Background: an optimization exercise with open tools, aiming at small area. Do not read the settings as production practice.
Function was not checked in any run shown here: the RTL went through the layout flow alone.

## flow/design.v (module list and top-level ports; edited modules follow where they fit)
// module cordic_rotation_top: 4623 lines
module cordic_rotation_top(
    input clk, input nreset, input enable,
    input signed [15:0] x_vec_in, input signed [15:0] y_vec_in,
    input [19:0] target_angle,
    output wire signed [15:0] x_vec_out, output wire signed [15:0] y_vec_out,
    output reg done);
  // ...
==> flow/run.sh <==
#!/bin/bash
# synth_recipe.tcl (not shown) runs the flow's synth.tcl, then flattens the netlist and writes it again
# the make line also repeats each setting of config.mk as NAME=value (left out here)
make -C /OpenROAD-flow-scripts/flow DESIGN_CONFIG=/design/flow/config.mk WORK_HOME=/design/flow/orfs CLKGATE_MAP_FILE= SYNTH_SCRIPT=/design/flow/synth_recipe.tcl finish
==> flow/config.mk <==
export PLATFORM = sky130hd
export DESIGN_NAME = cordic_rotation_top
export DESIGN_NICKNAME = cordic_rotation_top
export VERILOG_FILES = /design/flow/design.v
export SDC_FILE = /design/flow/constraint.sdc
export NUM_CORES = 4
export LEC_CHECK = 0
export ABC_AREA = 1
export CAP_MARGIN = 20
export CORE_MARGIN = 2
export CORE_UTILIZATION = 40
export CTS_CLUSTER_DIAMETER = 100
export CTS_CLUSTER_SIZE = 34
export GPL_TIMING_DRIVEN = 0
export PLACE_DENSITY = 0.6
export SLEW_MARGIN = 20
==> flow/constraint.sdc <==
create_clock -name core_clock -period 6.0 [get_ports {clk}]
set_input_delay 1.2000 -clock core_clock [delete_from_list [all_inputs] [get_ports {clk}]]
set_output_delay 1.2000 -clock core_clock [all_outputs]
set_load 0.01 [all_outputs]
==> Implementation_results.wiki, run 1 <==
{| class="wikitable"
! Metric !! Value
|-
| Core Util, Final || 47.4%
|-
| Final Hold Vio Count || 0
|-
| Instance count along the most critical hold path || 0
|-
| Xor/xnor cell area share of the yosys netlist || 22.8%
|-
| Count of unresolved DRC violations after routing || 0
|-
| Run status || failed layout checks
|-
| Largest regs || mxP_p8 (19), myP_p8 (19)
|-
| Layout cells sized above 1 || 16.0%
|-
| Setup repair after global routing missed its margin || yes
|-
| Final Worst Setup Slack || -0.836 ns
|-
| Highest-count cells in the layout ignoring fill and taps || sky130_fd_sc_hd__nand2_1 (625), sky130_fd_sc_hd__xor2_1 (562), sky130_fd_sc_hd__inv_1 (535)
|-
| H-tree depth || 1
|-
| Causes of the layout check failure || negative setup slack
|-
| Initial Util || 40.2%
|-
| Number of iterations in the first detailed-routing pass || 5
|-
| Cell with the biggest individual delay on the critical path || sky130_fd_sc_hd__fa_2
|-
| TritonCTS clock tree || yes
|-
| Number of buffers inserted to repair setup after CTS || 110
|-
| Finish-stage setup viols || 11
|-
| Flip-flop and latch count after synthesis || 332
|-
| Clock insertion delay at the later pin of the skew report || 0.59 ns
|-
| Antenna violations before repair || 0
|-
| Post-Synth Adder-Cell Area || 23.1%
|-
| Setup Total Neg Slack || -7.62 ns
|-
| Total placed instance area || 32800 sq um
|-
| Top-count cell post-synth || sky130_fd_sc_hd__nand2_1
|-
| Count of distinct cell types in the synthesized netlist || 60
|-
| First-pass GRT wire length || 103000 um
|-
| Detailed-route via count || 22756
|-
| Synth Instances || 3722
|-
| Overflow left after global routing || 0
|-
| Fillcell total || 7361
|-
| Maximum number of buffers from clock root to sink || 3
|-
| Avg Inst Size Synth || 8.18 sq um
|-
| Post-synthesis mux area share || 0.279%
|-
| Seq Cell Count || 332
|}
==> inputs of run 2 (changes only) <==
--- a/flow/design.v
+++ b/flow/design.v
@@ -1758,73 +1758,198 @@
     wire [10:0] y12_hi;
     wire [10:0] y12_u;
     wire [10:0] y12_ta;
     wire [15:0] y12;
     reg [0:0] dd12_p6;
     wire [3:0] x13_op;
     wire [4:0] x13_la;
     wire [4:0] x13_lb;
-    wire [5:0] x13_lo_c;
+    wire [4:0] x13_lo_p;
+    wire [4:0] x13_lo_g;
+    wire [0:0] x13_lo_g0c;
+    wire [0:0] x13_lo_G1;
+    wire [0:0] x13_lo_P1;
+    wire [0:0] x13_lo_G2;
+    wire [0:0] x13_lo_P2;
+    wire [0:0] x13_lo_G3;
+    wire [0:0] x13_lo_P3;
+    wire [0:0] x13_lo_G4;
+    wire [0:0] x13_lo_P4;
+    wire [0:0] x13_lo_G5;
+    wire [0:0] x13_lo_P5;
     wire [4:0] x13_lo;
     wire [11:0] x13_hi;
     wire [11:0] x13_u;
     wire [11:0] x13_ta;
     wire [15:0] x13;
     wire [3:0] y13_op;
     wire [4:0] y13_la;
     wire [4:0] y13_lb;
-    wire [5:0] y13_lo_c;
+    wire [4:0] y13_lo_p;
+    wire [4:0] y13_lo_g;
+    wire [0:0] y13_lo_g0c;
+    wire [0:0] y13_lo_G1;
+    wire [0:0] y13_lo_P1;
+    wire [0:0] y13_lo_G2;
+    wire [0:0] y13_lo_P2;
+    wire [0:0] y13_lo_G3;
+    wire [0:0] y13_lo_P3;
+    wire [0:0] y13_lo_G4;
+    wire [0:0] y13_lo_P4;
+    wire [0:0] y13_lo_G5;
+    wire [0:0] y13_lo_P5;
     wire [4:0] y13_lo;
     wire [11:0] y13_hi;
     wire [11:0] y13_u;
     wire [11:0] y13_ta;
     wire [15:0] y13;
     reg [15:0] x13_p7;
     reg [15:0] y13_p7;
     reg [0:0] dd13_p7;
     wire [2:0] x14_op;
     wire [3:0] x14_la;
     wire [3:0] x14_lb;
-    wire [4:0] x14_lo_c;
+    wire [3:0] x14_lo_p;
+    wire [3:0] x14_lo_g;
+    wire [0:0] x14_lo_g0c;
+    wire [0:0] x14_lo_G1;
+    wire [0:0] x14_lo_P1;
+    wire [0:0] x14_lo_G2;
+    wire [0:0] x14_lo_P2;
+    wire [0:0] x14_lo_G3;
+    wire [0:0] x14_lo_P3;
+    wire [0:0] x14_lo_G4;
+    wire [0:0] x14_lo_P4;
     wire [3:0] x14_lo;
     wire [12:0] x14_hi;
     wire [12:0] x14_u;
     wire [12:0] x14_ta;
     wire [15:0] x14;
     wire [2:0] y14_op;
     wire [3:0] y14_la;
     wire [3:0] y14_lb;
-    wire [4:0] y14_lo_c;
+    wire [3:0] y14_lo_p;
+    wire [3:0] y14_lo_g;
+    wire [0:0] y14_lo_g0c;
+    wire [0:0] y14_lo_G1;
+    wire [0:0] y14_lo_P1;
+    wire [0:0] y14_lo_G2;
+    wire [0:0] y14_lo_P2;
+    wire [0:0] y14_lo_G3;
+    wire [0:0] y14_lo_P3;
+    wire [0:0] y14_lo_G4;
+    wire [0:0] y14_lo_P4;
     wire [3:0] y14_lo;
     wire [12:0] y14_hi;
     wire [12:0] y14_u;
     wire [12:0] y14_ta;
     wire [15:0] y14;
     reg [0:0] dd14_p7;
     wire [1:0] x15_op;
     wire [2:0] x15_la;
     wire [2:0] x15_lb;
-    wire [3:0] x15_lo_c;
+    wire [2:0] x15_lo_p;
+    wire [2:0] x15_lo_g;
+    wire [0:0] x15_lo_g0c;
+    wire [0:0] x15_lo_G1;
+    wire [0:0] x15_lo_P1;
+    wire [0:0] x15_lo_G2;
+    wire [0:0] x15_lo_P2;
     wire [2:0] x15_lo;
     wire [13:0] x15_hi;
     wire [13:0] x15_u;
     wire [13:0] x15_ta;
     wire [15:0] x15;
     wire [1:0] y15_op;
     wire [2:0] y15_la;
     wire [2:0] y15_lb;
-    wire [3:0] y15_lo_c;
+    wire [2:0] y15_lo_p;
+    wire [2:0] y15_lo_g;
+    wire [0:0] y15_lo_g0c;
+    wire [0:0] y15_lo_G1;
+    wire [0:0] y15_lo_P1;
+    wire [0:0] y15_lo_G2;
+    wire [0:0] y15_lo_P2;
     wire [2:0] y15_lo;
     wire [13:0] y15_hi;
     wire [13:0] y15_u;
     wire [13:0] y15_ta;
     wire [15:0] y15;
     wire [16:0] mxa;
     wire [16:0] mxb;
+    wire [16:0] mxph_p;
+    wire [16:0] mxph_g;
+    wire [0:0] mxph_g0c;
+    wire [0:0] mxph_G1;
+    wire [0:0] mxph_P1;
+    wire [0:0] mxph_G2;
+    wire [0:0] mxph_P2;
+    wire [0:0] mxph_G3;
+    wire [0:0] mxph_P3;
+    wire [0:0] mxph_G4;
+    wire [0:0] mxph_P4;
+    wire [0:0] mxph_G5;
+    wire [0:0] mxph_P5;
+    wire [0:0] mxph_G6;
+    wire [0:0] mxph_P6;
+    wire [0:0] mxph_G7;
+    wire [0:0] mxph_P7;
+    wire [0:0] mxph_G8;
+    wire [0:0] mxph_P8;
+    wire [0:0] mxph_G9;
+    wire [0:0] mxph_P9;
+    wire [0:0] mxph_G10;
+    wire [0:0] mxph_P10;
+    wire [0:0] mxph_G11;
+    wire [0:0] mxph_P11;
+    wire [0:0] mxph_G12;
+    wire [0:0] mxph_P12;
+    wire [0:0] mxph_G13;
+    wire [0:0] mxph_P13;
+    wire [0:0] mxph_G14;
+    wire [0:0] mxph_P14;
+    wire [0:0] mxph_G15;
+    wire [0:0] mxph_P15;
+    wire [0:0] mxph_G16;
+    wire [0:0] mxph_P16;
+    wire [0:0] mxph_G17;
+    wire [0:0] mxph_P17;
+    wire [0:0] mxph_G18;
+    wire [0:0] mxph_P18;
+    wire [0:0] mxph_G19;
+    wire [0:0] mxph_P19;
+    wire [0:0] mxph_G20;
+    wire [0:0] mxph_P20;
+    wire [0:0] mxph_G21;
+    wire [0:0] mxph_P21;
+    wire [0:0] mxph_G22;
+    wire [0:0] mxph_P22;
+    wire [0:0] mxph_G23;
+    wire [0:0] mxph_P23;
+    wire [0:0] mxph_G24;
+    wire [0:0] mxph_P24;
+    wire [0:0] mxph_G25;
+    wire [0:0] mxph_P25;
+    wire [0:0] mxph_G26;
+    wire [0:0] mxph_P26;
+    wire [0:0] mxph_G27;
+    wire [0:0] mxph_P27;
+    wire [0:0] mxph_G28;
+    wire [0:0] mxph_P28;
+    wire [0:0] mxph_G29;
+    wire [0:0] mxph_P29;
+    wire [0:0] mxph_G30;
+    wire [0:0] mxph_P30;
+    wire [0:0] mxph_G31;
+    wire [0:0] mxph_P31;
+    wire [0:0] mxph_G32;
+    wire [0:0] mxph_P32;
+    wire [0:0] mxph_G33;
+    wire [0:0] mxph_P33;
     wire [16:0] mxph;
     wire [18:0] mxP;
     reg [18:0] mxP_p8;
     wire [18:0] mxc;
     wire [18:0] mxd;
     wire [0:0] mxz;
     wire [18:0] mx155_p;
     wire [18:0] mx155_g;
@@ -1902,16 +2027,85 @@
     wire [0:0] mx155_G36;
     wire [0:0] mx155_P36;
     wire [0:0] mx155_G37;
     wire [0:0] mx155_P37;
     wire [18:0] mx155;
     wire [15:0] mxo;
     wire [16:0] mya;
     wire [16:0] myb;
+    wire [16:0] myph_p;
+    wire [16:0] myph_g;
+    wire [0:0] myph_g0c;
+    wire [0:0] myph_G1;
+    wire [0:0] myph_P1;
+    wire [0:0] myph_G2;
+    wire [0:0] myph_P2;
+    wire [0:0] myph_G3;
+    wire [0:0] myph_P3;
+    wire [0:0] myph_G4;
+    wire [0:0] myph_P4;
+    wire [0:0] myph_G5;
+    wire [0:0] myph_P5;
+    wire [0:0] myph_G6;
+    wire [0:0] myph_P6;
+    wire [0:0] myph_G7;
+    wire [0:0] myph_P7;
+    wire [0:0] myph_G8;
+    wire [0:0] myph_P8;
+    wire [0:0] myph_G9;
+    wire [0:0] myph_P9;
+    wire [0:0] myph_G10;
+    wire [0:0] myph_P10;
+    wire [0:0] myph_G11;
+    wire [0:0] myph_P11;
+    wire [0:0] myph_G12;
+    wire [0:0] myph_P12;
+    wire [0:0] myph_G13;
+    wire [0:0] myph_P13;
+    wire [0:0] myph_G14;
+    wire [0:0] myph_P14;
+    wire [0:0] myph_G15;
+    wire [0:0] myph_P15;
+    wire [0:0] myph_G16;
+    wire [0:0] myph_P16;
+    wire [0:0] myph_G17;
+    wire [0:0] myph_P17;
+    wire [0:0] myph_G18;
+    wire [0:0] myph_P18;
+    wire [0:0] myph_G19;
+    wire [0:0] myph_P19;
+    wire [0:0] myph_G20;
+    wire [0:0] myph_P20;
+    wire [0:0] myph_G21;
+    wire [0:0] myph_P21;
+    wire [0:0] myph_G22;
+    wire [0:0] myph_P22;
+    wire [0:0] myph_G23;
+    wire [0:0] myph_P23;
+    wire [0:0] myph_G24;
+    wire [0:0] myph_P24;
+    wire [0:0] myph_G25;
+    wire [0:0] myph_P25;
+    wire [0:0] myph_G26;
+    wire [0:0] myph_P26;
+    wire [0:0] myph_G27;
+    wire [0:0] myph_P27;
+    wire [0:0] myph_G28;
+    wire [0:0] myph_P28;
+    wire [0:0] myph_G29;
+    wire [0:0] myph_P29;
+    wire [0:0] myph_G30;
+    wire [0:0] myph_P30;
+    wire [0:0] myph_G31;
+    wire [0:0] myph_P31;
+    wire [0:0] myph_G32;
+    wire [0:0] myph_P32;
+    wire [0:0] myph_G33;
+    wire [0:0] myph_P33;
     wire [16:0] myph;
     wire [18:0] myP;
     reg [18:0] myP_p8;
     wire [18:0] myc;
     wire [18:0] myd;
     wire [0:0] myz;
     wire [18:0] my155_p;
     wire [18:0] my155_g;
@@ -4211,22 +4405,34 @@
     assign y12_ta[8] = y12_ta[7] & y12_u[7];
     assign y12_ta[9] = y12_ta[8] & y12_u[8];
     assign y12_ta[10] = y12_ta[9] & y12_u[9];
     assign y12_hi = y11_p6[15:5] ^ y12_ta;
     assign y12 = {y12_hi,y12_lo[4:0]};
     assign x13_op = y12[15:12] ^ {4{~dd12_p6}};
     assign x13_la = {1'b0,x12[3:0]};
     assign x13_lb = {1'b0,x13_op};
-    assign x13_lo_c[0] = ~dd12_p6;
-    genvar x13_lo_i;
-    for (x13_lo_i=0;x13_lo_i<5;x13_lo_i=x13_lo_i+1) begin : x13_lo_g
-        assign x13_lo[x13_lo_i] = x13_la[x13_lo_i] ^ x13_lb[x13_lo_i] ^ x13_lo_c[x13_lo_i];
-        assign x13_lo_c[x13_lo_i+1] = (x13_la[x13_lo_i] & x13_lb[x13_lo_i]) | (x13_la[x13_lo_i] & x13_lo_c[x13_lo_i]) | (x13_lb[x13_lo_i] & x13_lo_c[x13_lo_i]);
-    end
+    assign x13_lo_p = x13_la ^ x13_lb;
+    assign x13_lo_g = x13_la & x13_lb;
+    assign x13_lo_g0c = x13_lo_g[0] | (x13_lo_p[0] & ~dd12_p6);
+    assign x13_lo_G1 = x13_lo_g[1] | (x13_lo_p[1] & x13_lo_g0c);
+    assign x13_lo_P1 = x13_lo_p[1] & x13_lo_p[0];
+    assign x13_lo_G2 = x13_lo_g[3] | (x13_lo_p[3] & x13_lo_g[2]);
+    assign x13_lo_P2 = x13_lo_p[3] & x13_lo_p[2];
+    assign x13_lo_G3 = x13_lo_g[2] | (x13_lo_p[2] & x13_lo_G1);
+    assign x13_lo_P3 = x13_lo_p[2] & x13_lo_P1;
+    assign x13_lo_G4 = x13_lo_G2 | (x13_lo_P2 & x13_lo_G1);
+    assign x13_lo_P4 = x13_lo_P2 & x13_lo_P1;
+    assign x13_lo_G5 = x13_lo_g[4] | (x13_lo_p[4] & x13_lo_G4);
+    assign x13_lo_P5 = x13_lo_p[4] & x13_lo_P4;
+    assign x13_lo[0] = x13_lo_p[0] ^ ~dd12_p6;
+    assign x13_lo[1] = x13_lo_p[1] ^ x13_lo_g0c;
+    assign x13_lo[2] = x13_lo_p[2] ^ x13_lo_G1;
+    assign x13_lo[3] = x13_lo_p[3] ^ x13_lo_G3;
+    assign x13_lo[4] = x13_lo_p[4] ^ x13_lo_G4;
     assign x13_u = x12[15:4] ^ {12{x13_op[3]}};
     assign x13_ta[0] = x13_op[3] ^ x13_lo[4];
     assign x13_ta[1] = x13_ta[0] & x13_u[0];
     assign x13_ta[2] = x13_ta[1] & x13_u[1];
     assign x13_ta[3] = x13_ta[2] & x13_u[2];
     assign x13_ta[4] = x13_ta[3] & x13_u[3];
     assign x13_ta[5] = x13_ta[4] & x13_u[4];
     assign x13_ta[6] = x13_ta[5] & x13_u[5];
@@ -4235,22 +4441,34 @@
     assign x13_ta[9] = x13_ta[8] & x13_u[8];
     assign x13_ta[10] = x13_ta[9] & x13_u[9];
     assign x13_ta[11] = x13_ta[10] & x13_u[10];
     assign x13_hi = x12[15:4] ^ x13_ta;
     assign x13 = {x13_hi,x13_lo[3:0]};
     assign y13_op = x12[15:12] ^ {4{dd12_p6}};
     assign y13_la = {1'b0,y12[3:0]};
     assign y13_lb = {1'b0,y13_op};
-    assign y13_lo_c[0] = dd12_p6;
-    genvar y13_lo_i;
-    for (y13_lo_i=0;y13_lo_i<5;y13_lo_i=y13_lo_i+1) begin : y13_lo_g
-        assign y13_lo[y13_lo_i] = y13_la[y13_lo_i] ^ y13_lb[y13_lo_i] ^ y13_lo_c[y13_lo_i];
-        assign y13_lo_c[y13_lo_i+1] = (y13_la[y13_lo_i] & y13_lb[y13_lo_i]) | (y13_la[y13_lo_i] & y13_lo_c[y13_lo_i]) | (y13_lb[y13_lo_i] & y13_lo_c[y13_lo_i]);
-    end
+    assign y13_lo_p = y13_la ^ y13_lb;
+    assign y13_lo_g = y13_la & y13_lb;
+    assign y13_lo_g0c = y13_lo_g[0] | (y13_lo_p[0] & dd12_p6);
+    assign y13_lo_G1 = y13_lo_g[1] | (y13_lo_p[1] & y13_lo_g0c);
+    assign y13_lo_P1 = y13_lo_p[1] & y13_lo_p[0];
+    assign y13_lo_G2 = y13_lo_g[3] | (y13_lo_p[3] & y13_lo_g[2]);
+    assign y13_lo_P2 = y13_lo_p[3] & y13_lo_p[2];
+    assign y13_lo_G3 = y13_lo_g[2] | (y13_lo_p[2] & y13_lo_G1);
+    assign y13_lo_P3 = y13_lo_p[2] & y13_lo_P1;
+    assign y13_lo_G4 = y13_lo_G2 | (y13_lo_P2 & y13_lo_G1);
+    assign y13_lo_P4 = y13_lo_P2 & y13_lo_P1;
+    assign y13_lo_G5 = y13_lo_g[4] | (y13_lo_p[4] & y13_lo_G4);
+    assign y13_lo_P5 = y13_lo_p[4] & y13_lo_P4;
+    assign y13_lo[0] = y13_lo_p[0] ^ dd12_p6;
+    assign y13_lo[1] = y13_lo_p[1] ^ y13_lo_g0c;
+    assign y13_lo[2] = y13_lo_p[2] ^ y13_lo_G1;
+    assign y13_lo[3] = y13_lo_p[3] ^ y13_lo_G3;
+    assign y13_lo[4] = y13_lo_p[4] ^ y13_lo_G4;
     assign y13_u = y12[15:4] ^ {12{y13_op[3]}};
     assign y13_ta[0] = y13_op[3] ^ y13_lo[4];
     assign y13_ta[1] = y13_ta[0] & y13_u[0];
     assign y13_ta[2] = y13_ta[1] & y13_u[1];
     assign y13_ta[3] = y13_ta[2] & y13_u[2];
     assign y13_ta[4] = y13_ta[3] & y13_u[3];
     assign y13_ta[5] = y13_ta[4] & y13_u[4];
     assign y13_ta[6] = y13_ta[5] & y13_u[5];
@@ -4259,22 +4477,31 @@
     assign y13_ta[9] = y13_ta[8] & y13_u[8];
     assign y13_ta[10] = y13_ta[9] & y13_u[9];
     assign y13_ta[11] = y13_ta[10] & y13_u[10];
     assign y13_hi = y12[15:4] ^ y13_ta;
     assign y13 = {y13_hi,y13_lo[3:0]};
     assign x14_op = y13_p7[15:13] ^ {3{~dd13_p7}};
     assign x14_la = {1'b0,x13_p7[2:0]};
     assign x14_lb = {1'b0,x14_op};
-    assign x14_lo_c[0] = ~dd13_p7;
-    genvar x14_lo_i;
-    for (x14_lo_i=0;x14_lo_i<4;x14_lo_i=x14_lo_i+1) begin : x14_lo_g
-        assign x14_lo[x14_lo_i] = x14_la[x14_lo_i] ^ x14_lb[x14_lo_i] ^ x14_lo_c[x14_lo_i];
-        assign x14_lo_c[x14_lo_i+1] = (x14_la[x14_lo_i] & x14_lb[x14_lo_i]) | (x14_la[x14_lo_i] & x14_lo_c[x14_lo_i]) | (x14_lb[x14_lo_i] & x14_lo_c[x14_lo_i]);
-    end
+    assign x14_lo_p = x14_la ^ x14_lb;
+    assign x14_lo_g = x14_la & x14_lb;
+    assign x14_lo_g0c = x14_lo_g[0] | (x14_lo_p[0] & ~dd13_p7);
+    assign x14_lo_G1 = x14_lo_g[1] | (x14_lo_p[1] & x14_lo_g0c);
+    assign x14_lo_P1 = x14_lo_p[1] & x14_lo_p[0];
+    assign x14_lo_G2 = x14_lo_g[3] | (x14_lo_p[3] & x14_lo_g[2]);
+    assign x14_lo_P2 = x14_lo_p[3] & x14_lo_p[2];
+    assign x14_lo_G3 = x14_lo_g[2] | (x14_lo_p[2] & x14_lo_G1);
+    assign x14_lo_P3 = x14_lo_p[2] & x14_lo_P1;
+    assign x14_lo_G4 = x14_lo_G2 | (x14_lo_P2 & x14_lo_G1);
+    assign x14_lo_P4 = x14_lo_P2 & x14_lo_P1;
+    assign x14_lo[0] = x14_lo_p[0] ^ ~dd13_p7;
+    assign x14_lo[1] = x14_lo_p[1] ^ x14_lo_g0c;
+    assign x14_lo[2] = x14_lo_p[2] ^ x14_lo_G1;
+    assign x14_lo[3] = x14_lo_p[3] ^ x14_lo_G3;
     assign x14_u = x13_p7[15:3] ^ {13{x14_op[2]}};
     assign x14_ta[0] = x14_op[2] ^ x14_lo[3];
     assign x14_ta[1] = x14_ta[0] & x14_u[0];
     assign x14_ta[2] = x14_ta[1] & x14_u[1];
     assign x14_ta[3] = x14_ta[2] & x14_u[2];
     assign x14_ta[4] = x14_ta[3] & x14_u[3];
     assign x14_ta[5] = x14_ta[4] & x14_u[4];
     assign x14_ta[6] = x14_ta[5] & x14_u[5];
@@ -4284,22 +4511,31 @@
     assign x14_ta[10] = x14_ta[9] & x14_u[9];
     assign x14_ta[11] = x14_ta[10] & x14_u[10];
     assign x14_ta[12] = x14_ta[11] & x14_u[11];
     assign x14_hi = x13_p7[15:3] ^ x14_ta;
     assign x14 = {x14_hi,x14_lo[2:0]};
     assign y14_op = x13_p7[15:13] ^ {3{dd13_p7}};
     assign y14_la = {1'b0,y13_p7[2:0]};
     assign y14_lb = {1'b0,y14_op};
-    assign y14_lo_c[0] = dd13_p7;
-    genvar y14_lo_i;
-    for (y14_lo_i=0;y14_lo_i<4;y14_lo_i=y14_lo_i+1) begin : y14_lo_g
-        assign y14_lo[y14_lo_i] = y14_la[y14_lo_i] ^ y14_lb[y14_lo_i] ^ y14_lo_c[y14_lo_i];
-        assign y14_lo_c[y14_lo_i+1] = (y14_la[y14_lo_i] & y14_lb[y14_lo_i]) | (y14_la[y14_lo_i] & y14_lo_c[y14_lo_i]) | (y14_lb[y14_lo_i] & y14_lo_c[y14_lo_i]);
-    end
+    assign y14_lo_p = y14_la ^ y14_lb;
+    assign y14_lo_g = y14_la & y14_lb;
+    assign y14_lo_g0c = y14_lo_g[0] | (y14_lo_p[0] & dd13_p7);
+    assign y14_lo_G1 = y14_lo_g[1] | (y14_lo_p[1] & y14_lo_g0c);
+    assign y14_lo_P1 = y14_lo_p[1] & y14_lo_p[0];
+    assign y14_lo_G2 = y14_lo_g[3] | (y14_lo_p[3] & y14_lo_g[2]);
+    assign y14_lo_P2 = y14_lo_p[3] & y14_lo_p[2];
+    assign y14_lo_G3 = y14_lo_g[2] | (y14_lo_p[2] & y14_lo_G1);
+    assign y14_lo_P3 = y14_lo_p[2] & y14_lo_P1;
+    assign y14_lo_G4 = y14_lo_G2 | (y14_lo_P2 & y14_lo_G1);
+    assign y14_lo_P4 = y14_lo_P2 & y14_lo_P1;
+    assign y14_lo[0] = y14_lo_p[0] ^ dd13_p7;
+    assign y14_lo[1] = y14_lo_p[1] ^ y14_lo_g0c;
+    assign y14_lo[2] = y14_lo_p[2] ^ y14_lo_G1;
+    assign y14_lo[3] = y14_lo_p[3] ^ y14_lo_G3;
     assign y14_u = y13_p7[15:3] ^ {13{y14_op[2]}};
     assign y14_ta[0] = y14_op[2] ^ y14_lo[3];
     assign y14_ta[1] = y14_ta[0] & y14_u[0];
     assign y14_ta[2] = y14_ta[1] & y14_u[1];
     assign y14_ta[3] = y14_ta[2] & y14_u[2];
     assign y14_ta[4] = y14_ta[3] & y14_u[3];
     assign y14_ta[5] = y14_ta[4] & y14_u[4];
     assign y14_ta[6] = y14_ta[5] & y14_u[5];
@@ -4309,22 +4545,26 @@
     assign y14_ta[10] = y14_ta[9] & y14_u[9];
     assign y14_ta[11] = y14_ta[10] & y14_u[10];
     assign y14_ta[12] = y14_ta[11] & y14_u[11];
     assign y14_hi = y13_p7[15:3] ^ y14_ta;
     assign y14 = {y14_hi,y14_lo[2:0]};
     assign x15_op = y14[15:14] ^ {2{~dd14_p7}};
     assign x15_la = {1'b0,x14[1:0]};
     assign x15_lb = {1'b0,x15_op};
-    assign x15_lo_c[0] = ~dd14_p7;
-    genvar x15_lo_i;
-    for (x15_lo_i=0;x15_lo_i<3;x15_lo_i=x15_lo_i+1) begin : x15_lo_g
-        assign x15_lo[x15_lo_i] = x15_la[x15_lo_i] ^ x15_lb[x15_lo_i] ^ x15_lo_c[x15_lo_i];
-        assign x15_lo_c[x15_lo_i+1] = (x15_la[x15_lo_i] & x15_lb[x15_lo_i]) | (x15_la[x15_lo_i] & x15_lo_c[x15_lo_i]) | (x15_lb[x15_lo_i] & x15_lo_c[x15_lo_i]);
-    end
+    assign x15_lo_p = x15_la ^ x15_lb;
+    assign x15_lo_g = x15_la & x15_lb;
+    assign x15_lo_g0c = x15_lo_g[0] | (x15_lo_p[0] & ~dd14_p7);
+    assign x15_lo_G1 = x15_lo_g[1] | (x15_lo_p[1] & x15_lo_g0c);
+    assign x15_lo_P1 = x15_lo_p[1] & x15_lo_p[0];
+    assign x15_lo_G2 = x15_lo_g[2] | (x15_lo_p[2] & x15_lo_G1);
+    assign x15_lo_P2 = x15_lo_p[2] & x15_lo_P1;
+    assign x15_lo[0] = x15_lo_p[0] ^ ~dd14_p7;
+    assign x15_lo[1] = x15_lo_p[1] ^ x15_lo_g0c;
+    assign x15_lo[2] = x15_lo_p[2] ^ x15_lo_G1;
     assign x15_u = x14[15:2] ^ {14{x15_op[1]}};
     assign x15_ta[0] = x15_op[1] ^ x15_lo[2];
     assign x15_ta[1] = x15_ta[0] & x15_u[0];
     assign x15_ta[2] = x15_ta[1] & x15_u[1];
     assign x15_ta[3] = x15_ta[2] & x15_u[2];
     assign x15_ta[4] = x15_ta[3] & x15_u[3];
     assign x15_ta[5] = x15_ta[4] & x15_u[4];
     assign x15_ta[6] = x15_ta[5] & x15_u[5];
@@ -4335,22 +4575,26 @@
     assign x15_ta[11] = x15_ta[10] & x15_u[10];
     assign x15_ta[12] = x15_ta[11] & x15_u[11];
     assign x15_ta[13] = x15_ta[12] & x15_u[12];
     assign x15_hi = x14[15:2] ^ x15_ta;
     assign x15 = {x15_hi,x15_lo[1:0]};
     assign y15_op = x14[15:14] ^ {2{dd14_p7}};
     assign y15_la = {1'b0,y14[1:0]};
     assign y15_lb = {1'b0,y15_op};
-    assign y15_lo_c[0] = dd14_p7;
-    genvar y15_lo_i;
-    for (y15_lo_i=0;y15_lo_i<3;y15_lo_i=y15_lo_i+1) begin : y15_lo_g
-        assign y15_lo[y15_lo_i] = y15_la[y15_lo_i] ^ y15_lb[y15_lo_i] ^ y15_lo_c[y15_lo_i];
-        assign y15_lo_c[y15_lo_i+1] = (y15_la[y15_lo_i] & y15_lb[y15_lo_i]) | (y15_la[y15_lo_i] & y15_lo_c[y15_lo_i]) | (y15_lb[y15_lo_i] & y15_lo_c[y15_lo_i]);
-    end
+    assign y15_lo_p = y15_la ^ y15_lb;
+    assign y15_lo_g = y15_la & y15_lb;
+    assign y15_lo_g0c = y15_lo_g[0] | (y15_lo_p[0] & dd14_p7);
+    assign y15_lo_G1 = y15_lo_g[1] | (y15_lo_p[1] & y15_lo_g0c);
+    assign y15_lo_P1 = y15_lo_p[1] & y15_lo_p[0];
+    assign y15_lo_G2 = y15_lo_g[2] | (y15_lo_p[2] & y15_lo_G1);
+    assign y15_lo_P2 = y15_lo_p[2] & y15_lo_P1;
+    assign y15_lo[0] = y15_lo_p[0] ^ dd14_p7;
+    assign y15_lo[1] = y15_lo_p[1] ^ y15_lo_g0c;
+    assign y15_lo[2] = y15_lo_p[2] ^ y15_lo_G1;
     assign y15_u = y14[15:2] ^ {14{y15_op[1]}};
     assign y15_ta[0] = y15_op[1] ^ y15_lo[2];
     assign y15_ta[1] = y15_ta[0] & y15_u[0];
     assign y15_ta[2] = y15_ta[1] & y15_u[1];
     assign y15_ta[3] = y15_ta[2] & y15_u[2];
     assign y15_ta[4] = y15_ta[3] & y15_u[3];
     assign y15_ta[5] = y15_ta[4] & y15_u[4];
     assign y15_ta[6] = y15_ta[5] & y15_u[5];
@@ -4360,17 +4604,102 @@
     assign y15_ta[10] = y15_ta[9] & y15_u[9];
     assign y15_ta[11] = y15_ta[10] & y15_u[10];
     assign y15_ta[12] = y15_ta[11] & y15_u[11];
     assign y15_ta[13] = y15_ta[12] & y15_u[12];
     assign y15_hi = y14[15:2] ^ y15_ta;
     assign y15 = {y15_hi,y15_lo[1:0]};
     assign mxa = {{3{x15[15]}},x15[15:2]};
     assign mxb = {x15[15],x15};
-    assign mxph = mxa + mxb + {16'd0,1'b0};
+    assign mxph_p = mxa ^ mxb;
+    assign mxph_g = mxa & mxb;
+    assign mxph_g0c = mxph_g[0] | (mxph_p[0] & 1'b0);
+    assign mxph_G1 = mxph_g[1] | (mxph_p[1] & mxph_g0c);
+    assign mxph_P1 = mxph_p[1] & mxph_p[0];
+    assign mxph_G2 = mxph_g[3] | (mxph_p[3] & mxph_g[2]);
+    assign mxph_P2 = mxph_p[3] & mxph_p[2];
+    assign mxph_G3 = mxph_g[5] | (mxph_p[5] & mxph_g[4]);
+    assign mxph_P3 = mxph_p[5] & mxph_p[4];
+    assign mxph_G4 = mxph_g[7] | (mxph_p[7] & mxph_g[6]);
+    assign mxph_P4 = mxph_p[7] & mxph_p[6];
+    assign mxph_G5 = mxph_g[9] | (mxph_p[9] & mxph_g[8]);
+    assign mxph_P5 = mxph_p[9] & mxph_p[8];
+    assign mxph_G6 = mxph_g[11] | (mxph_p[11] & mxph_g[10]);
+    assign mxph_P6 = mxph_p[11] & mxph_p[10];
+    assign mxph_G7 = mxph_g[13] | (mxph_p[13] & mxph_g[12]);
+    assign mxph_P7 = mxph_p[13] & mxph_p[12];
+    assign mxph_G8 = mxph_g[15] | (mxph_p[15] & mxph_g[14]);
+    assign mxph_P8 = mxph_p[15] & mxph_p[14];
+    assign mxph_G9 = mxph_g[2] | (mxph_p[2] & mxph_G1);
+    assign mxph_P9 = mxph_p[2] & mxph_P1;
+    assign mxph_G10 = mxph_G2 | (mxph_P2 & mxph_G1);
+    assign mxph_P10 = mxph_P2 & mxph_P1;
+    assign mxph_G11 = mxph_g[6] | (mxph_p[6] & mxph_G3);
+    assign mxph_P11 = mxph_p[6] & mxph_P3;
+    assign mxph_G12 = mxph_G4 | (mxph_P4 & mxph_G3);
+    assign mxph_P12 = mxph_P4 & mxph_P3;
+    assign mxph_G13 = mxph_g[10] | (mxph_p[10] & mxph_G5);
+    assign mxph_P13 = mxph_p[10] & mxph_P5;
+    assign mxph_G14 = mxph_G6 | (mxph_P6 & mxph_G5);
+    assign mxph_P14 = mxph_P6 & mxph_P5;
+    assign mxph_G15 = mxph_g[14] | (mxph_p[14] & mxph_G7);
+    assign mxph_P15 = mxph_p[14] & mxph_P7;
+    assign mxph_G16 = mxph_G8 | (mxph_P8 & mxph_G7);
+    assign mxph_P16 = mxph_P8 & mxph_P7;
+    assign mxph_G17 = mxph_g[4] | (mxph_p[4] & mxph_G10);
+    assign mxph_P17 = mxph_p[4] & mxph_P10;
+    assign mxph_G18 = mxph_G3 | (mxph_P3 & mxph_G10);
+    assign mxph_P18 = mxph_P3 & mxph_P10;
+    assign mxph_G19 = mxph_G11 | (mxph_P11 & mxph_G10);
+    assign mxph_P19 = mxph_P11 & mxph_P10;
+    assign mxph_G20 = mxph_G12 | (mxph_P12 & mxph_G10);
+    assign mxph_P20 = mxph_P12 & mxph_P10;
+    assign mxph_G21 = mxph_g[12] | (mxph_p[12] & mxph_G14);
+    assign mxph_P21 = mxph_p[12] & mxph_P14;
+    assign mxph_G22 = mxph_G7 | (mxph_P7 & mxph_G14);
+    assign mxph_P22 = mxph_P7 & mxph_P14;
+    assign mxph_G23 = mxph_G15 | (mxph_P15 & mxph_G14);
+    assign mxph_P23 = mxph_P15 & mxph_P14;
+    assign mxph_G24 = mxph_G16 | (mxph_P16 & mxph_G14);
+    assign mxph_P24 = mxph_P16 & mxph_P14;
+    assign mxph_G25 = mxph_g[8] | (mxph_p[8] & mxph_G20);
+    assign mxph_P25 = mxph_p[8] & mxph_P20;
+    assign mxph_G26 = mxph_G5 | (mxph_P5 & mxph_G20);
+    assign mxph_P26 = mxph_P5 & mxph_P20;
+    assign mxph_G27 = mxph_G13 | (mxph_P13 & mxph_G20);
+    assign mxph_P27 = mxph_P13 & mxph_P20;
+    assign mxph_G28 = mxph_G14 | (mxph_P14 & mxph_G20);
+    assign mxph_P28 = mxph_P14 & mxph_P20;
+    assign mxph_G29 = mxph_G21 | (mxph_P21 & mxph_G20);
+    assign mxph_P29 = mxph_P21 & mxph_P20;
+    assign mxph_G30 = mxph_G22 | (mxph_P22 & mxph_G20);
+    assign mxph_P30 = mxph_P22 & mxph_P20;
+    assign mxph_G31 = mxph_G23 | (mxph_P23 & mxph_G20);
+    assign mxph_P31 = mxph_P23 & mxph_P20;
+    assign mxph_G32 = mxph_G24 | (mxph_P24 & mxph_G20);
+    assign mxph_P32 = mxph_P24 & mxph_P20;
+    assign mxph_G33 = mxph_g[16] | (mxph_p[16] & mxph_G32);
+    assign mxph_P33 = mxph_p[16] & mxph_P32;
+    assign mxph[0] = mxph_p[0] ^ 1'b0;
+    assign mxph[1] = mxph_p[1] ^ mxph_g0c;
+    assign mxph[2] = mxph_p[2] ^ mxph_G1;
+    assign mxph[3] = mxph_p[3] ^ mxph_G9;
+    assign mxph[4] = mxph_p[4] ^ mxph_G10;
+    assign mxph[5] = mxph_p[5] ^ mxph_G17;
+    assign mxph[6] = mxph_p[6] ^ mxph_G18;
+    assign mxph[7] = mxph_p[7] ^ mxph_G19;
+    assign mxph[8] = mxph_p[8] ^ mxph_G20;
+    assign mxph[9] = mxph_p[9] ^ mxph_G25;
+    assign mxph[10] = mxph_p[10] ^ mxph_G26;
+    assign mxph[11] = mxph_p[11] ^ mxph_G27;
+    assign mxph[12] = mxph_p[12] ^ mxph_G28;
+    assign mxph[13] = mxph_p[13] ^ mxph_G29;
+    assign mxph[14] = mxph_p[14] ^ mxph_G30;
+    assign mxph[15] = mxph_p[15] ^ mxph_G31;
+    assign mxph[16] = mxph_p[16] ^ mxph_G32;
     assign mxP = {mxph,x15[1:0]};
     assign mxc = mxP_p8;
     assign mxd = ~{{5{mxP_p8[18]}},mxP_p8[18:5]};
     assign mxz = mxP_p8[4:0] == 5'd0;
     assign mx155_p = mxc ^ mxd;
     assign mx155_g = mxc & mxd;
     assign mx155_g0c = mx155_g[0] | (mx155_p[0] & mxz);
     assign mx155_G1 = mx155_g[1] | (mx155_p[1] & mx155_g0c);
@@ -4464,17 +4793,102 @@
     assign mx155[14] = mx155_p[14] ^ mx155_G32;
     assign mx155[15] = mx155_p[15] ^ mx155_G33;
     assign mx155[16] = mx155_p[16] ^ mx155_G34;
     assign mx155[17] = mx155_p[17] ^ mx155_G35;
     assign mx155[18] = mx155_p[18] ^ mx155_G36;
     assign mxo = mx155[18:3];
     assign mya = {{3{y15[15]}},y15[15:2]};
     assign myb = {y15[15],y15};
-    assign myph = mya + myb + {16'd0,1'b0};
+    assign myph_p = mya ^ myb;
+    assign myph_g = mya & myb;
+    assign myph_g0c = myph_g[0] | (myph_p[0] & 1'b0);
+    assign myph_G1 = myph_g[1] | (myph_p[1] & myph_g0c);
+    assign myph_P1 = myph_p[1] & myph_p[0];
+    assign myph_G2 = myph_g[3] | (myph_p[3] & myph_g[2]);
+    assign myph_P2 = myph_p[3] & myph_p[2];
+    assign myph_G3 = myph_g[5] | (myph_p[5] & myph_g[4]);
+    assign myph_P3 = myph_p[5] & myph_p[4];
+    assign myph_G4 = myph_g[7] | (myph_p[7] & myph_g[6]);
+    assign myph_P4 = myph_p[7] & myph_p[6];
+    assign myph_G5 = myph_g[9] | (myph_p[9] & myph_g[8]);
+    assign myph_P5 = myph_p[9] & myph_p[8];
+    assign myph_G6 = myph_g[11] | (myph_p[11] & myph_g[10]);
+    assign myph_P6 = myph_p[11] & myph_p[10];
+    assign myph_G7 = myph_g[13] | (myph_p[13] & myph_g[12]);
+    assign myph_P7 = myph_p[13] & myph_p[12];
+    assign myph_G8 = myph_g[15] | (myph_p[15] & myph_g[14]);
+    assign myph_P8 = myph_p[15] & myph_p[14];
+    assign myph_G9 = myph_g[2] | (myph_p[2] & myph_G1);
+    assign myph_P9 = myph_p[2] & myph_P1;
+    assign myph_G10 = myph_G2 | (myph_P2 & myph_G1);
+    assign myph_P10 = myph_P2 & myph_P1;
+    assign myph_G11 = myph_g[6] | (myph_p[6] & myph_G3);
+    assign myph_P11 = myph_p[6] & myph_P3;
+    assign myph_G12 = myph_G4 | (myph_P4 & myph_G3);
+    assign myph_P12 = myph_P4 & myph_P3;
+    assign myph_G13 = myph_g[10] | (myph_p[10] & myph_G5);
+    assign myph_P13 = myph_p[10] & myph_P5;
+    assign myph_G14 = myph_G6 | (myph_P6 & myph_G5);
+    assign myph_P14 = myph_P6 & myph_P5;
+    assign myph_G15 = myph_g[14] | (myph_p[14] & myph_G7);
+    assign myph_P15 = myph_p[14] & myph_P7;
+    assign myph_G16 = myph_G8 | (myph_P8 & myph_G7);
+    assign myph_P16 = myph_P8 & myph_P7;
+    assign myph_G17 = myph_g[4] | (myph_p[4] & myph_G10);
+    assign myph_P17 = myph_p[4] & myph_P10;
+    assign myph_G18 = myph_G3 | (myph_P3 & myph_G10);
+    assign myph_P18 = myph_P3 & myph_P10;
+    assign myph_G19 = myph_G11 | (myph_P11 & myph_G10);
+    assign myph_P19 = myph_P11 & myph_P10;
+    assign myph_G20 = myph_G12 | (myph_P12 & myph_G10);
+    assign myph_P20 = myph_P12 & myph_P10;
+    assign myph_G21 = myph_g[12] | (myph_p[12] & myph_G14);
+    assign myph_P21 = myph_p[12] & myph_P14;
+    assign myph_G22 = myph_G7 | (myph_P7 & myph_G14);
+    assign myph_P22 = myph_P7 & myph_P14;
+    assign myph_G23 = myph_G15 | (myph_P15 & myph_G14);
+    assign myph_P23 = myph_P15 & myph_P14;
+    assign myph_G24 = myph_G16 | (myph_P16 & myph_G14);
+    assign myph_P24 = myph_P16 & myph_P14;
+    assign myph_G25 = myph_g[8] | (myph_p[8] & myph_G20);
+    assign myph_P25 = myph_p[8] & myph_P20;
+    assign myph_G26 = myph_G5 | (myph_P5 & myph_G20);
+    assign myph_P26 = myph_P5 & myph_P20;
+    assign myph_G27 = myph_G13 | (myph_P13 & myph_G20);
+    assign myph_P27 = myph_P13 & myph_P20;
+    assign myph_G28 = myph_G14 | (myph_P14 & myph_G20);
+    assign myph_P28 = myph_P14 & myph_P20;
+    assign myph_G29 = myph_G21 | (myph_P21 & myph_G20);
+    assign myph_P29 = myph_P21 & myph_P20;
+    assign myph_G30 = myph_G22 | (myph_P22 & myph_G20);
+    assign myph_P30 = myph_P22 & myph_P20;
+    assign myph_G31 = myph_G23 | (myph_P23 & myph_G20);
+    assign myph_P31 = myph_P23 & myph_P20;
+    assign myph_G32 = myph_G24 | (myph_P24 & myph_G20);
+    assign myph_P32 = myph_P24 & myph_P20;
+    assign myph_G33 = myph_g[16] | (myph_p[16] & myph_G32);
+    assign myph_P33 = myph_p[16] & myph_P32;
+    assign myph[0] = myph_p[0] ^ 1'b0;
+    assign myph[1] = myph_p[1] ^ myph_g0c;
+    assign myph[2] = myph_p[2] ^ myph_G1;
+    assign myph[3] = myph_p[3] ^ myph_G9;
+    assign myph[4] = myph_p[4] ^ myph_G10;
+    assign myph[5] = myph_p[5] ^ myph_G17;
+    assign myph[6] = myph_p[6] ^ myph_G18;
+    assign myph[7] = myph_p[7] ^ myph_G19;
+    assign myph[8] = myph_p[8] ^ myph_G20;
+    assign myph[9] = myph_p[9] ^ myph_G25;
+    assign myph[10] = myph_p[10] ^ myph_G26;
+    assign myph[11] = myph_p[11] ^ myph_G27;
+    assign myph[12] = myph_p[12] ^ myph_G28;
+    assign myph[13] = myph_p[13] ^ myph_G29;
+    assign myph[14] = myph_p[14] ^ myph_G30;
+    assign myph[15] = myph_p[15] ^ myph_G31;
+    assign myph[16] = myph_p[16] ^ myph_G32;
     assign myP = {myph,y15[1:0]};
     assign myc = myP_p8;
     assign myd = ~{{5{myP_p8[18]}},myP_p8[18:5]};
     assign myz = myP_p8[4:0] == 5'd0;
     assign my155_p = myc ^ myd;
     assign my155_g = myc & myd;
     assign my155_g0c = my155_g[0] | (my155_p[0] & myz);
     assign my155_G1 = my155_g[1] | (my155_p[1] & my155_g0c);
==> run 2 against run 1 <==
Against the previous run:
- the layout still fails its checks (negative setup slack)
- flip-flop and latch count unchanged
- critical path depth shrank 5
- register-to-register slack got worse by 0.45 ns
- sequential share of layout area down 0.066 points
- fmax increased by 10%
- clock skew shrank 0.016 ns
- global-route usage is 0.81 points lower
- synthesized cell count fell by 3.4%
- largest cell class unchanged
==> Implementation_results.wiki, run 2 <==
{| class="wikitable"
! Metric !! Value
|-
| N_diodes || 0 (unchanged)
|-
| Critical R2R Capture || myP_p8[16]$_DFF_P_ (was x13_p7[15]$_DFF_P_)
|-
| Top-area cell type share of the netlist area || 22.4% (was 21.8%)
|-
| Root Driver || sky130_fd_sc_hd__clkbuf_16 (unchanged)
|-
| Non-Filler Cell Area, Final || 36100 sq um (was 35900 sq um)
|-
| Slew at the pin with the worst max-slew slack || 0.778 ns (was 1.01 ns)
|-
| Post-detailed-route count of antenna-violating nets || 0 (unchanged)
|-
| Overflow left after global routing || 0 (unchanged)
|-
| Nets || 4431 (was 4515)
|-
| Part of the cycle the worst path needs || 103% (was 114%)
|-
| Total of hold buffers inserted after clock tree synthesis || 0 (unchanged)
|-
| Boundary pin count || 88 (unchanged)
|-
| Critical path arrival || 6.65 ns (was 7.28 ns)
|-
| Hold path endpoint || q11_p5[0]$_DFF_P_ (unchanged)
|-
| Vert. Die Dim || 276 um (was 280 um)
|-
| Maximum clock frequency || 0.161 GHz (was 0.146 GHz)
|-
| DRC marker count from the first detailed-route iteration || 469 (was 713)
|-
| Largest stage delay on the critical path || 0.39 ns (was 0.42 ns)
|-
| Setup crit start kind || register (was input pin)
|-
| Maximum number of pins on one net before global-route repair || 33 (was 35)
|-
| Area of the die || 76400 sq um (was 78300 sq um)
|-
| H-tree depth || 1 (unchanged)
|-
| Post-Route WL || 58600 um (was 61800 um)
|-
| Critical path type || reg -> reg (was in -> reg)
|-
| Mean number of vias per cell || 4.53 (was 4.57)
|-
| Maximum fanout count along the critical path || 4 (was 7)
|-
| Number of cells on the worst reg-to-reg path || 40 (was 29)
|-
| Layout cells sized above 1 || 19.5% (was 16.0%)
|-
| Commonest non-fill, non-tap cell in the layout || sky130_fd_sc_hd__xor2_1 (was sky130_fd_sc_hd__nand2_1)
|-
| Cell with the biggest individual delay on the critical path || sky130_fd_sc_hd__dfxtp_4 (was sky130_fd_sc_hd__fa_2)
|-
| First-pass GRT wire length || 96800 um (was 103000 um)
|-
| Number of synthesized flops with an enable pin || 0 (unchanged)
|-
| Top-count cell post-synth || sky130_fd_sc_hd__xor2_1 (was sky130_fd_sc_hd__nand2_1)
|-
| Run status || failed layout checks (unchanged)
|-
| Post-DP HPWL || 47300 um (was 50400 um)
|-
| Placement Rows || 99 (was 101)
|-
| Number of sinks driven by the clock tree || 332 (unchanged)
|-
| Maximum number of buffers from clock root to sink || 3 (unchanged)
|-
| Start of the worst register-to-register path || dd13_p7$_DFF_P_ (was dd11_p6$_DFF_P_)
|-
| Overall Global Routing Usage || 14.9% (was 15.7%)
|-
| Number of input and output port buffers inserted || 86 (was 85)
|-
| Period minus WS final || 6.20 ns (was 6.84 ns)
|-
| Core Util, Final || 49.3% (was 47.4%)
|-
| Antenna violations before repair || 0 (unchanged)
|-
| Worst hold path type || reg -> reg (unchanged)
|-
| Slew Viols, Final || 0 (unchanged)
|-
| Start point of the worst min-delay path || q9_p4[0]$_DFF_P_ (unchanged)
|-
| Count of distinct cell types in the synthesized netlist || 60 (unchanged)
|-
| Area Growth Syn to Fin || 21.5% (was 17.9%)
|-
| Instance count along the most critical hold path || 0 (unchanged)
|-
| Largest regs || mxP_p8 (19), myP_p8 (19) (unchanged)
|-
| Dominant register cell in the synthesized netlist || sky130_fd_sc_hd__dfxtp_1 (unchanged)
|-
| Top cell by count, worst path || sky130_fd_sc_hd__nand2_2 (unchanged)
|-
| Max-capacitance violation count || 0 (unchanged)
|-
| Number of iterations in the first detailed-routing pass || 5 (unchanged)
|-
| Synth area leaders || sky130_fd_sc_hd__dfxtp_1 (22%), sky130_fd_sc_hd__xor2_1 (17%), sky130_fd_sc_hd__ha_1 (14%) (unchanged)
|-
| Synth Net Count || 4122 (was 4255)
|-
| Detailed-route via count || 22115 (was 22756)
|-
| Flip-flop and latch count after synthesis || 332 (unchanged)
|-
| Core ar. || 73200 sq um (was 75700 sq um)
|-
| Cts bufs inserted || 21 (was 20)
|-
| Final Worst Setup Slack || -0.201 ns (was -0.836 ns)
|-
| Number of global-route vias before repair || 21796 (was 22655)
|-
| Routed length per placed instance || 12.0 um (was 12.4 um)
|-
| Kind of end point of the critical path || register (unchanged)
|-
| Synth warnings || 1 (unchanged)
|-
| Count of unresolved DRC violations after routing || 0 (unchanged)
|-
| Setup repair after global routing missed its margin || yes (unchanged)
|-
| Final Hold Vio Count || 0 (unchanged)
|-
| Area leader, netlist || sky130_fd_sc_hd__dfxtp_1 (unchanged)
|-
| Causes of the layout check failure || negative setup slack (unchanged)
|-
| Last weighted congestion value of the routability-driven placer || 0.861 (was 0.812)
|-
| Horizontal extent of the die || 276 um (was 280 um)
|-
| Worst clock skew || 0.0194 ns (was 0.0359 ns)
|-
| Initial Util || 40.6% (was 40.2%)
|-
| Synthesized area || 29700 sq um (was 30400 sq um)
|-
| Share of the yosys chip area belonging to registers || 22.4% (was 21.8%)
|-
| Total placed instance area || 32100 sq um (was 32800 sq um)
|-
| Required time reported for the critical path endpoint || 6.45 ns (about the same)
|-
| Clock slew at the register clock pins of the worst setup and hold paths || 0.11 ns (was 0.12 ns)
|-
| Worst hold-check slack || 0.341 ns (was 0.300 ns)
|-
| Asr flop ratio synth || 0% (unchanged)
|-
| TritonCTS clock tree || yes (unchanged)
|-
| Synth top cells by count || sky130_fd_sc_hd__xor2_1 (588), sky130_fd_sc_hd__nand2_1 (551), sky130_fd_sc_hd__inv_1 (542) (was sky130_fd_sc_hd__nand2_1 (656), sky130_fd_sc_hd__xor2_1 (591), sky130_fd_sc_hd__inv_1 (562))
|-
| Avg Inst Size Synth || 8.26 sq um (was 8.18 sq um)
|-
| Synth Instances || 3596 (was 3722)
|-
| Highest-count cells in the layout ignoring fill and taps || sky130_fd_sc_hd__xor2_1 (553), sky130_fd_sc_hd__inv_1 (518), sky130_fd_sc_hd__nand2_1 (500) (was sky130_fd_sc_hd__nand2_1 (625), sky130_fd_sc_hd__xor2_1 (562), sky130_fd_sc_hd__inv_1 (535))
|-
| Setup slack of the most critical reg-to-reg path || -0.20 ns (was 0.25 ns)
|-
| Clock insertion delay at the later pin of the skew report || 0.56 ns (was 0.59 ns)
|-
| Finish-stage setup viols || 10 (was 11)
|-
| Relative max-transition margin || 48.1% (was 32.5%)
|}
==> run 2: cell count changes after synthesis, moves of 6 or more <==
cell | previous run | this run
sky130_fd_sc_hd__xnor2_1 | 197 | 207
sky130_fd_sc_hd__nor2_1 | 129 | 181
sky130_fd_sc_hd__nor2_2 | 20 | 4
sky130_fd_sc_hd__nand2_2 | 37 | 27
sky130_fd_sc_hd__or2_2 | 35 | 44
sky130_fd_sc_hd__a21o_1 | 34 | 40
sky130_fd_sc_hd__ha_1 | 337 | 330
sky130_fd_sc_hd__nand4_1 | 18 | 9
sky130_fd_sc_hd__inv_1 | 562 | 542
sky130_fd_sc_hd__nand2_1 | 656 | 551
sky130_fd_sc_hd__nand3_1 | 150 | 140
==> run 2: worst max path at each step <==
stage	start	end	slack, ns	cells past startpoint
floorplan	dd13_p7$_DFF_P_	myP_p8[16]$_DFF_P_	-0.08	44
global placement	target_angle[16]	x1_p1[15]$_DFF_P_	-2.01	41
detailed placement	target_angle[16]	x1_p1[15]$_DFF_P_	-1.96	41
CTS	dd13_p7$_DFF_P_	myP_p8[16]$_DFF_P_	-0.24	43
global route	dd13_p7$_DFF_P_	myP_p8[16]$_DFF_P_	-0.53	42
finish	dd13_p7$_DFF_P_	myP_p8[16]$_DFF_P_	-0.20	40
==> run 2: logic make-up after synthesis <==
logic type,share of synthesized area [%]
AO/OA/AOI/OAI,6.75
XOR/XNOR,23.6
adder cells (fa/ha/maj),23.4
buffers and inverters,7.90
flip-flops,22.4
multiplexers,0.586
AND/OR/NAND/NOR,15.3
==> run 2: stage by stage <==
step	worst slack, ns	instances	TNS (ns)
2_1_floorplan	-0.0831	3596	-0.143
3_3_place_gp	-2.01	4641	-86.21
5_1_grt	-0.534	4878	-5.76
3_5_place_dp	-1.96	4641	-89.00
6_report	-0.201	4878	-0.982
4_1_cts	-0.243	4789	-1.25
==> run 2: critical path: cells and delay by family (launching register included) <==
family	cells	cell delay [ns]
simple gates	18	1.92
flops	1	0.39
xor+xnor	4	0.60
buf+inv	4	0.40
mux	1	0.21
fa+ha+maj	4	1.35
compound gates	9	1.19
==> run 2: area by class of cell <==
class,instances,area [sq um]
Timing Repair Buffer,294,2410
Sequential cell,332,6670
Tap cell,959,1200
Inverter,566,2160
Fill cell,6908,37100
Buffer,33,283
Clock inverter,15,253
Clock buffer,22,529
Multi-Input combinational cell,2657,22600
==> run 2: timing repair <==
item,4_1_cts,5_1_grt
pin swaps,91,158
cloned,0,0
endpoints found under the hold margin,0,0
setup endpoints to repair,122,100
setup buffers,115,94
resized for setup,195,289
==> run 2: per-layer routing <==
layer | routed length (um) | GRT usage (%) | vias to the layer above | share of wire [%]
met5 | 0 | 0 | - | 0
met4 | 2080 | 4.89 | 0 | 3.5
met3 | 869 | 1.30 | 107 | 1.5
met2 | 33600 | 31.9 | 189 | 57
met1 | 22000 | 14.6 | 10026 | 38
li1 | - | - | 11793 | -

[re-timing with driven ports]
The results above use ideal ports. As a check the final layouts listed here were re-extracted and re-timed, cells and wires unchanged.
Step 1, drivers: a clkbuf_16 drives clk and a buf_2 each remaining input, both assumed.
Step 2 adds t to the input delays and takes it off the output delays; t is the mean of the earliest and latest rising clock arrival at the registers after step 1. Input paths then give back, and output paths get back, about the clock's delay inside the block.
a / b / c = ideal ports / drivers / drivers and shift; a / b = the first two.
run	t, ns	setup WS [ns]	worst register clock-pin slew, ns
run 1	0.631	-0.836 / -0.832 / -1.463	0.12 / 0.12
run 2	0.615	-0.201 / -0.201 / -0.329	0.11 / 0.11
The setup slack of run 1, which loses most, moves by +0.004 ns with the drivers and by -0.627 ns with both steps.
